Source: an optimization exercise on an open RTL-to-GDS flow (aim: small area). Production flows keep margins and buffers that such runs may drop.
Function was checked by simulation only, so behaviour that the tests miss may differ from the original.
The clock port is modelled as an ideal driver; clocking choices that lean on that would not hold on a real chip.

Setup of before:
==> module step_ctrl, before the edit <==
module step_ctrl(
    input wire clk, input wire rst, input wire btnC,
    output wire mtick, output wire stick, output wire load, output wire mdiv3,
    output wire mdiv0
);
    reg [3:0] mdiv;
    assign mtick = &mdiv;
    assign mdiv3 = mdiv[3];
    assign mdiv0 = (mdiv == 4'd0);
    assign stick = (mdiv[2:0] == 3'd3);
    always @(posedge clk) begin
        if (rst) mdiv <= 4'd8;
        else     mdiv <= {mdiv[3] ^ (&mdiv[2:0]), mdiv[2] ^ (&mdiv[1:0]), mdiv[1] ^ mdiv[0], ~mdiv[0]};
    end
    reg [1:0] crun;
    reg cs1, cs2;
    assign load = cs2;
    always @(posedge clk) begin
        if (rst) begin
            crun <= 2'd0;
            cs1 <= 1'b0;
            cs2 <= 1'b0;
        end else if (mtick) begin
            crun <= btnC ? {crun[1] | crun[0], crun[1] | ~crun[0]} : 2'd0;
            cs1 <= &crun;
            cs2 <= cs1;
        end
    end
endmodule
==> module main, before the edit <==
module main #(
    parameter MAIN_DIV = 8,      
    parameter SCAN_DIV = 4       
)(
    input wire clk,
    input wire rst,    
    input wire btnC,   
    input wire btnL,   
    input wire btnR,   
    input wire [7:0] num1,   
    input wire [7:0] num2,   
    output wire [6:0] seg,            
    output wire [3:0] an,              
    output wire multiplicationFinished    
);
    wire mtick, stick, load, mdiv3, mdiv0;
    step_ctrl ctrl(.clk(clk), .rst(rst), .btnC(btnC), .mtick(mtick), .stick(stick), .load(load), .mdiv3(mdiv3), .mdiv0(mdiv0));
    reg [7:0] mcand;         
    reg mcand_seen;
    wire mcand_b0 = mcand[0] ^ (mcand[7] & mcand_seen);
    reg [16:0] mplier;       
    reg [16:0] prod;         
    reg sign;
    assign multiplicationFinished = mcand[7] ? ((&mcand) & mcand_seen) : (mcand == 8'd0);
    reg cvt;                 
    reg neg1;                
    wire cvt_step = cvt & ~mdiv3;
    wire cvt_first = cvt & mdiv0;        
    wire mag1_bit = mplier[16] ^ (neg1 & (|mplier[15:9]));
    wire [16:0] mplier_dbl;
    bcd_dbl dbl(.x(mplier), .cin(cvt_step & mag1_bit), .y(mplier_dbl));
    wire add_en = mtick & ~load & mcand_b0;
    wire [16:0] sum;
    bcd_add adder(.a(prod), .b(mplier & {17{add_en}}), .y(sum));
    always @(posedge clk) begin
        if (rst) begin
            mcand <= 8'd0;
            mcand_seen <= 1'b0;
            sign <= 1'b0;
        end else if (mtick) begin
            if (load) begin
                mcand <= num2;
                mcand_seen <= 1'b0;
                sign <= num1[7] ^ num2[7];
            end else begin
                mcand <= {mcand[7], mcand[7:1]};
                mcand_seen <= mcand_seen | mcand[0];
            end
        end else if (cvt_first) begin
            sign <= sign & ~multiplicationFinished & (|mplier[16:9]);
        end
    end
    always @(posedge clk) begin
        if (rst || (mtick && load)) prod <= 17'h06666;
        else                        prod <= sum;
    end
    always @(posedge clk) begin
        if (mtick) cvt <= load;
        if (mtick && load) neg1 <= num1[7];
    end
    always @(posedge clk) begin
        if (mtick) begin
            if (load) mplier <= {num1, 9'd0};
            else      mplier <= mplier_dbl;
        end else if (cvt_step) begin
            mplier <= {mplier[15:9], 1'b0, mplier_dbl[8:0]};
        end
    end
    wire [1:0] pos, wsel;
    scroller scr(.clk(clk), .rst(rst | load), .stick(stick), .btnL(btnL), .btnR(btnR),
                 .pos(pos), .wsel(wsel));
    display disp(.pos(pos), .wsel(wsel), .prod(prod), .sign(sign), .seg(seg), .an(an));
endmodule
Settings: LEC_CHECK=0, ABC_AREA=1, CAP_MARGIN=20, CORE_MARGIN=2, CORE_UTILIZATION=40, PLACE_DENSITY=0.6, SLEW_MARGIN=20; clock period 20.0 ns.
standard.sh (not shown) runs the stock make flow with config.mk's settings and CLKGATE_MAP_FILE= SYNTH_SCRIPT=/design/flow/synth_recipe.tcl, a recipe that flattens the netlist after the stock synthesis.
==> flow/flow/run.sh <==
#!/bin/bash
# Own layout flow: the standard synthesis; then the combinational logic
# between the registers re-mapped by ABC for area with a few scripts, keeping
# the smallest netlist (registers, their names and cell types untouched);
# then the standard layout with small port buffers and no CTS dummy loads.
set -euo pipefail
WORK=$(pwd)
FLOW=$WORK/flow
R=$WORK/orfs/results/${FLOW_PLATFORM}/main/base
LIB=$FLOW_HOME/platforms/${FLOW_PLATFORM}/lib/sky130_fd_sc_hd__tt_025C_1v80.lib

# 1. standard synthesis
bash standard.sh synth > $WORK/flow_synth.log 2>&1

# 2. re-map the logic
cp $R/1_2_yosys.v $WORK/std_netlist.v
python3 $FLOW/genmodels.py $LIB > $WORK/cell_models.v 2> $WORK/flow_genmodels.log
DU=$(sed -n '/DONT_USE_CELLS +=/,/^#/p' $FLOW_HOME/platforms/${FLOW_PLATFORM}/config.mk \
     | grep -o "sky130_fd_sc_hd__[a-z0-9_]*" | sed 's/^/-dont_use /' | tr '\n' ' ')
regs() { grep -oE "sky130_fd_sc_hd__[a-z0-9]*df[a-z0-9_]* +[^ (]+" "$1" | sort; }
best=""; best_area=""
for S in $FLOW/resynth_*.abc; do
  n=$(basename $S .abc)
  timeout 600 yosys -l $WORK/flow_$n.log -p "
read_verilog $WORK/cell_models.v
read_verilog $WORK/std_netlist.v
hierarchy -top $FLOW_TOP
flatten
opt -purge
techmap
opt -fast -purge
abc -liberty $LIB $DU -script $S
opt_clean -purge
hilomap -singleton -hicell sky130_fd_sc_hd__conb_1 HI -locell sky130_fd_sc_hd__conb_1 LO
insbuf -buf sky130_fd_sc_hd__buf_1 A X
splitnets
opt_clean -purge
tee -o $WORK/$n.stat stat -liberty $LIB
write_verilog -noattr -nohex -nodec $WORK/$n.v
" > /dev/null 2>&1 || continue
  area=$(grep "Chip area" $WORK/$n.stat | grep -oE "[0-9.]+$" || true)
  [[ -n "$area" ]] || continue
  # keep the registers: same instance names and cell types as the standard synthesis
  [[ "$(regs $WORK/std_netlist.v)" == "$(regs $WORK/$n.v)" ]] || { echo "$n: register mismatch" >> $WORK/flow_pick.log; continue; }
  echo "$n: $area" >> $WORK/flow_pick.log
  if [[ -z "$best" ]] || awk "BEGIN{exit !($area < $best_area)}"; then best=$n; best_area=$area; fi
done
echo "picked: ${best:-standard}" >> $WORK/flow_pick.log
if [[ -n "$best" ]]; then
  cp $WORK/$best.v $R/1_2_yosys.v
  touch $R/1_2_yosys.v
fi

# 3. layout up to clock tree synthesis
CTS_ARGS="-sink_clustering_enable -repair_clock_nets -dont_use_dummy_load -buf_list {sky130_fd_sc_hd__clkbuf_4}"
bash standard.sh "BUFFER_PORTS_ARGS=-buffer_cell sky130_fd_sc_hd__buf_1" "CTS_ARGS=$CTS_ARGS" cts > $WORK/flow_layout_cts.log 2>&1

# 4. upsize the clock buffers with the largest fanout
CTS_ODB=$R/4_cts.odb CTS_SMALL_BUF=sky130_fd_sc_hd__clkbuf_4 CTS_BIG_BUF=sky130_fd_sc_hd__clkbuf_8 CTS_MAX_FANOUT=10 \
  openroad -no_init -exit $FLOW/cts_fix.tcl > $WORK/flow_cts_fix.log 2>&1
touch $R/4_cts.odb

# 5. rest of the layout
bash standard.sh "BUFFER_PORTS_ARGS=-buffer_cell sky130_fd_sc_hd__buf_1" "CTS_ARGS=$CTS_ARGS" finish > $WORK/flow_layout.log 2>&1
Other scripts of this flow, unchanged in this note and not shown: flow/flow/cts_fix.tcl, flow/flow/genmodels.py, flow/flow/resynth_a1.abc, flow/flow/resynth_a4.abc, flow/flow/resynth_a5.abc, flow/flow/resynth_a7.abc, flow/flow/resynth_b1.abc
Input-level comparison between after and before:
diff --git a/flow/design.v b/flow/design.v
--- a/flow/design.v
+++ b/flow/design.v
@@ -396,16 +396,16 @@
     assign y = {a[16] ^ b[16] ^ s3[4], s3[3:0], s2[3:0], s1[3:0], s0[3:0]};
 endmodule
 module step_ctrl(
     input wire clk, input wire rst, input wire btnC,
     output wire mtick, output wire stick, output wire load, output wire mdiv3,
-    output wire mdiv0
+    output wire mdiv8
 );
     reg [3:0] mdiv;
     assign mtick = &mdiv;
     assign mdiv3 = mdiv[3];
-    assign mdiv0 = (mdiv == 4'd0);
+    assign mdiv8 = (mdiv == 4'd8);
     assign stick = (mdiv[2:0] == 3'd3);
     always @(posedge clk) begin
         if (rst) mdiv <= 4'd8;
         else     mdiv <= {mdiv[3] ^ (&mdiv[2:0]), mdiv[2] ^ (&mdiv[1:0]), mdiv[1] ^ mdiv[0], ~mdiv[0]};
     end
@@ -513,23 +513,23 @@
     input wire [7:0] num2,   
     output wire [6:0] seg,            
     output wire [3:0] an,              
     output wire multiplicationFinished    
 );
-    wire mtick, stick, load, mdiv3, mdiv0;
-    step_ctrl ctrl(.clk(clk), .rst(rst), .btnC(btnC), .mtick(mtick), .stick(stick), .load(load), .mdiv3(mdiv3), .mdiv0(mdiv0));
+    wire mtick, stick, load, mdiv3, mdiv8;
+    step_ctrl ctrl(.clk(clk), .rst(rst), .btnC(btnC), .mtick(mtick), .stick(stick), .load(load), .mdiv3(mdiv3), .mdiv8(mdiv8));
     reg [7:0] mcand;         
     reg mcand_seen;
     wire mcand_b0 = mcand[0] ^ (mcand[7] & mcand_seen);
     reg [16:0] mplier;       
     reg [16:0] prod;         
     reg sign;
     assign multiplicationFinished = mcand[7] ? ((&mcand) & mcand_seen) : (mcand == 8'd0);
     reg cvt;                 
-    reg neg1;                
+    wire neg1 = sign ^ mcand[7];
     wire cvt_step = cvt & ~mdiv3;
-    wire cvt_first = cvt & mdiv0;        
+    wire cvt_done = cvt & mdiv8;         
     wire mag1_bit = mplier[16] ^ (neg1 & (|mplier[15:9]));
     wire [16:0] mplier_dbl;
     bcd_dbl dbl(.x(mplier), .cin(cvt_step & mag1_bit), .y(mplier_dbl));
     wire add_en = mtick & ~load & mcand_b0;
     wire [16:0] sum;
@@ -546,21 +546,20 @@
                 sign <= num1[7] ^ num2[7];
             end else begin
                 mcand <= {mcand[7], mcand[7:1]};
                 mcand_seen <= mcand_seen | mcand[0];
             end
-        end else if (cvt_first) begin
-            sign <= sign & ~multiplicationFinished & (|mplier[16:9]);
+        end else if (cvt_done) begin
+            sign <= sign & ~multiplicationFinished & (|mplier[8:0]);
         end
     end
     always @(posedge clk) begin
         if (rst || (mtick && load)) prod <= 17'h06666;
         else                        prod <= sum;
     end
     always @(posedge clk) begin
         if (mtick) cvt <= load;
-        if (mtick && load) neg1 <= num1[7];
     end
     always @(posedge clk) begin
         if (mtick) begin
             if (load) mplier <= {num1, 9'd0};
             else      mplier <= mplier_dbl;
--- outcome ---
after gives more setup slack at placement than before did. Normalized max-slew margin: after vs before up 6.7 points. The relative area of non-clock buffer cells in the final design reported for after is greater than that of before by 0.21 points. Worst setup slack: after > before. | critical path depth | after vs before | about 20% lower |. Looking at placed instance count, after sits about 2.3% above before.

port drivers added, routing unchanged:
In the flow no input, the clock included, has a driving cell. The finished layouts below were timed again as built, in two steps.
Step 1, drivers: a clkbuf_16 drives clk and a buf_2 each remaining input, both assumed.
Step 2 moves the port delays by t, midway between the first and last clock arrival at a register: inputs arrive t later, outputs are due t later. That takes back most of the time a late clock gives input paths.
Slacks: ideal / step 1 / step 2; pairs: ideal / step 1.
run	shift t [ns]	slack for setup (ns)	worst hold slack (ns)	worst slew at a driven data input, ns	pins driven straight from the clock port
before	0.419	11.436 / 11.436 / 11.436	0.453 / 0.453 / 0.453	0.03	1
after	0.419	12.170 / 12.170 / 12.170	0.451 / 0.451 / 0.451	0.03	1
After both steps setup and hold are still met in every run listed.
